What follows belongs to an exercise in optimizing a design on an open flow for small area, a short achievable clock period and few clock cycles; a production flow would make more cautious choices. Only simulation tests tie the RTL to the original design; equivalence was not proved.

blue:
==> module arithmetic_station, before the edit <==
module arithmetic_station
(
    input  logic clk,
    input  logic rst,
    input  logic [1:0] enqueue,
    input  logic [151:0] data_in,
    input  logic [151:0] broadcast,
    output logic [75:0] data_out,
    output logic [1:0] full
);
    logic [0:0]  e;                      
    logic [0:0]  k;                      
    assign e = 1'b0;
    assign k = 1'b0;
    logic [32:0] opa  [0:0];
    logic [32:0] opb  [0:0];
    logic [9:0]  ctl  [0:0];             
    logic        vld  [0:0];
    logic [37:0] res  [0:0];
    logic        v, r1, r2, f7, sb;
    logic [2:0]  f3;
    logic [31:0] d1, d2;
    logic [4:0]  id;
    assign {r1, d1} = opa[e];
    assign {r2, d2} = opb[e];
    assign {f3, f7, sb, id} = ctl[e];
    assign v = vld[e];
    logic        go;
    logic [31:0] y;
    assign go = v & ~r1 & ~r2;
    alu32 alu_0(.a(d1), .b(d2), .op_funct3(f3), .op_funct7(f7), .sub(sb), .out(y));
    assign data_out = {38'd0, res[k]};
    assign full[0] = v & ~go;
    assign full[1] = 1'b1;
    logic        enq;
    logic [75:0] in0;
    assign enq = enqueue[0];
    assign in0 = data_in[75:0];
    logic [3:0] h1, h2;              
    always_comb for (int j = 0; j < 4; j++) begin
        h1[j] = broadcast[38*j + 37] && broadcast[38*j +: 5] == d1[4:0];
        h2[j] = broadcast[38*j + 37] && broadcast[38*j +: 5] == d2[4:0];
    end
    logic [3:0]  s1, s2;
    logic        k1, k2;             
    assign s1 = {4{~enq & r1}} & h1;
    assign s2 = {4{~enq & r2}} & h2;
    assign k1 = ~enq & ~(r1 & |h1);
    assign k2 = ~enq & ~(r2 & |h2);
    logic [31:0] n1, n2;
    always_comb begin
        n1 = ({32{enq}} & in0[69:38]) | ({32{k1}} & d1);
        n2 = ({32{enq}} & in0[36:5])  | ({32{k2}} & d2);
        for (int j = 0; j < 4; j++) begin
            n1 = n1 | ({32{s1[j]}} & broadcast[38*j + 5 +: 32]);
            n2 = n2 | ({32{s2[j]}} & broadcast[38*j + 5 +: 32]);
        end
    end
    logic [9:0] ctl_in;
    assign ctl_in = {in0[74:71], (~in0[74] & in0[73]) | (in0[74:72] == 3'b000 && in0[71]), in0[4:0]};
    always_ff @(posedge clk) begin
        opa[e] <= {enq ? in0[70] : (r1 & ~|h1), n1};
        opb[e] <= {enq ? in0[37] : (r2 & ~|h2), n2};
        ctl[e] <= enq ? ctl_in : {f3, f7, sb, id};
        vld[e] <= ~rst & (enq | (v & ~go));
        res[k] <= {~rst & go, y, id};
    end
endmodule
clock: 11.0 ns
lec_check: 0
cap_margin: 20
core_margin: 2
core_utilization: 55
place_density: 0.7
slew_margin: 20
standard.sh (not shown) runs the stock make flow with config.mk's settings and CLKGATE_MAP_FILE= SYNTH_SCRIPT=/design/flow/synth_recipe.tcl, a recipe that flattens the netlist after the stock synthesis.
==> flow/flow/run.sh <==
#!/bin/bash
# Layout flow: the standard ORFS flow (standard.sh, all steps from the
# standard synthesis to finish) with two changes made through ORFS's own
# variables:
#  - every input and output port still gets a buffer, but a
#    sky130_fd_sc_hd__buf_1 instead of the default delay-buffer cell;
#  - timing repair (after CTS and after global routing) aims for extra setup
#    slack, so the layout runs faster than the 11 ns clock it is built for.
# The full output of the flow goes to standard.log in the work folder; ORFS
# keeps each tool's own log under orfs/logs/.
set -euo pipefail
export BUFFER_PORTS_ARGS="-buffer_cell sky130_fd_sc_hd__buf_1"
export SETUP_SLACK_MARGIN=7.5
bash standard.sh > standard.log 2>&1
Testbench counts of blue, summed over its fixed seeds: cycles 48,072.
The following lists how orange was set up differently from blue:
diff --git a/flow/design.v b/flow/design.v
--- a/flow/design.v
+++ b/flow/design.v
@@ -291,29 +291,31 @@
     always_comb for (int j = 0; j < 4; j++) begin
         h1[j] = broadcast[38*j + 37] && broadcast[38*j +: 5] == d1[4:0];
         h2[j] = broadcast[38*j + 37] && broadcast[38*j +: 5] == d2[4:0];
     end
-    logic [3:0]  s1, s2;
+    logic        fr;                 
+    logic        c1, c2;             
     logic        k1, k2;             
-    assign s1 = {4{~enq & r1}} & h1;
-    assign s2 = {4{~enq & r2}} & h2;
-    assign k1 = ~enq & ~(r1 & |h1);
-    assign k2 = ~enq & ~(r2 & |h2);
+    assign fr = ~v | go;
+    assign c1 = r1 & |h1;
+    assign c2 = r2 & |h2;
+    assign k1 = ~fr & ~c1;
+    assign k2 = ~fr & ~c2;
     logic [31:0] n1, n2;
     always_comb begin
-        n1 = ({32{enq}} & in0[69:38]) | ({32{k1}} & d1);
-        n2 = ({32{enq}} & in0[36:5])  | ({32{k2}} & d2);
+        n1 = ({32{fr}} & in0[69:38]) | ({32{k1}} & d1);
+        n2 = ({32{fr}} & in0[36:5])  | ({32{k2}} & d2);
         for (int j = 0; j < 4; j++) begin
-            n1 = n1 | ({32{s1[j]}} & broadcast[38*j + 5 +: 32]);
-            n2 = n2 | ({32{s2[j]}} & broadcast[38*j + 5 +: 32]);
+            n1 = n1 | ({32{~fr & r1 & h1[j]}} & broadcast[38*j + 5 +: 32]);
+            n2 = n2 | ({32{~fr & r2 & h2[j]}} & broadcast[38*j + 5 +: 32]);
         end
     end
     logic [9:0] ctl_in;
     assign ctl_in = {in0[74:71], (~in0[74] & in0[73]) | (in0[74:72] == 3'b000 && in0[71]), in0[4:0]};
     always_ff @(posedge clk) begin
-        opa[e] <= {enq ? in0[70] : (r1 & ~|h1), n1};
-        opb[e] <= {enq ? in0[37] : (r2 & ~|h2), n2};
-        ctl[e] <= enq ? ctl_in : {f3, f7, sb, id};
-        vld[e] <= ~rst & (enq | (v & ~go));
+        opa[e] <= {fr ? in0[70] : r1 & ~c1, n1};
+        opb[e] <= {fr ? in0[37] : r2 & ~c2, n2};
+        ctl[e] <= fr ? ctl_in : {f3, f7, sb, id};
+        vld[e] <= ~rst & (enq | ~fr);
         res[k] <= {~rst & go, y, id};
     end
 endmodule
==> comparison <==
- Horizontal extent of the die | orange below blue
- Relative to blue, the cell count of orange is lower by 11.
- For blue, the capture point of the worst path was opa[0][12], unlike orange, where it was opb[0][24].
- Compared orange vs blue, and setup slack is down in orange.
- Delta (orange minus blue): post-route minimum period has increased, number of signal-net inverters in the final layout saw a decrease, share of final layout cell area taken by non-clock buffers saw little to no change.
Testbench counts of orange, summed over its fixed seeds: cycles 48,072.

-- port drivers added, routing unchanged --
In the flow no input, the clock included, has a driving cell. The finished layouts below were timed again as built, in two steps. Step 1 (the two cells are an assumption about what drives the block):
set clk [get_ports {clk}]
set_driving_cell -lib_cell sky130_fd_sc_hd__clkbuf_16 $clk
set_driving_cell -lib_cell sky130_fd_sc_hd__buf_2 [delete_from_list [all_inputs] $clk]
Step 2 moves the port delays by t, midway between the first and last clock arrival at a register: inputs arrive t later, outputs are due t later. That takes back most of the time a late clock gives input paths. a / b / c = ideal / step 1 / step 2; a / b = the first two.
| run | t (ns) | setup WS [ns] | hold WS [ns] | worst setup path at the end | worst slew at a driven data input, ns |
|---|---|---|---|---|---|
| blue | 0.477 | 7.468 / 7.496 / 7.018 | 0.341 / 0.341 / 0.341 | input to register | 0.12 |
| orange | 0.474 | 7.461 / 7.485 / 7.012 | 0.342 / 0.342 / 0.342 | input to register | 0.09 |
After both steps every run listed still meets setup and hold. For blue, which loses most, drivers alone change the setup slack by +0.028 ns; drivers and shift together by -0.450 ns.
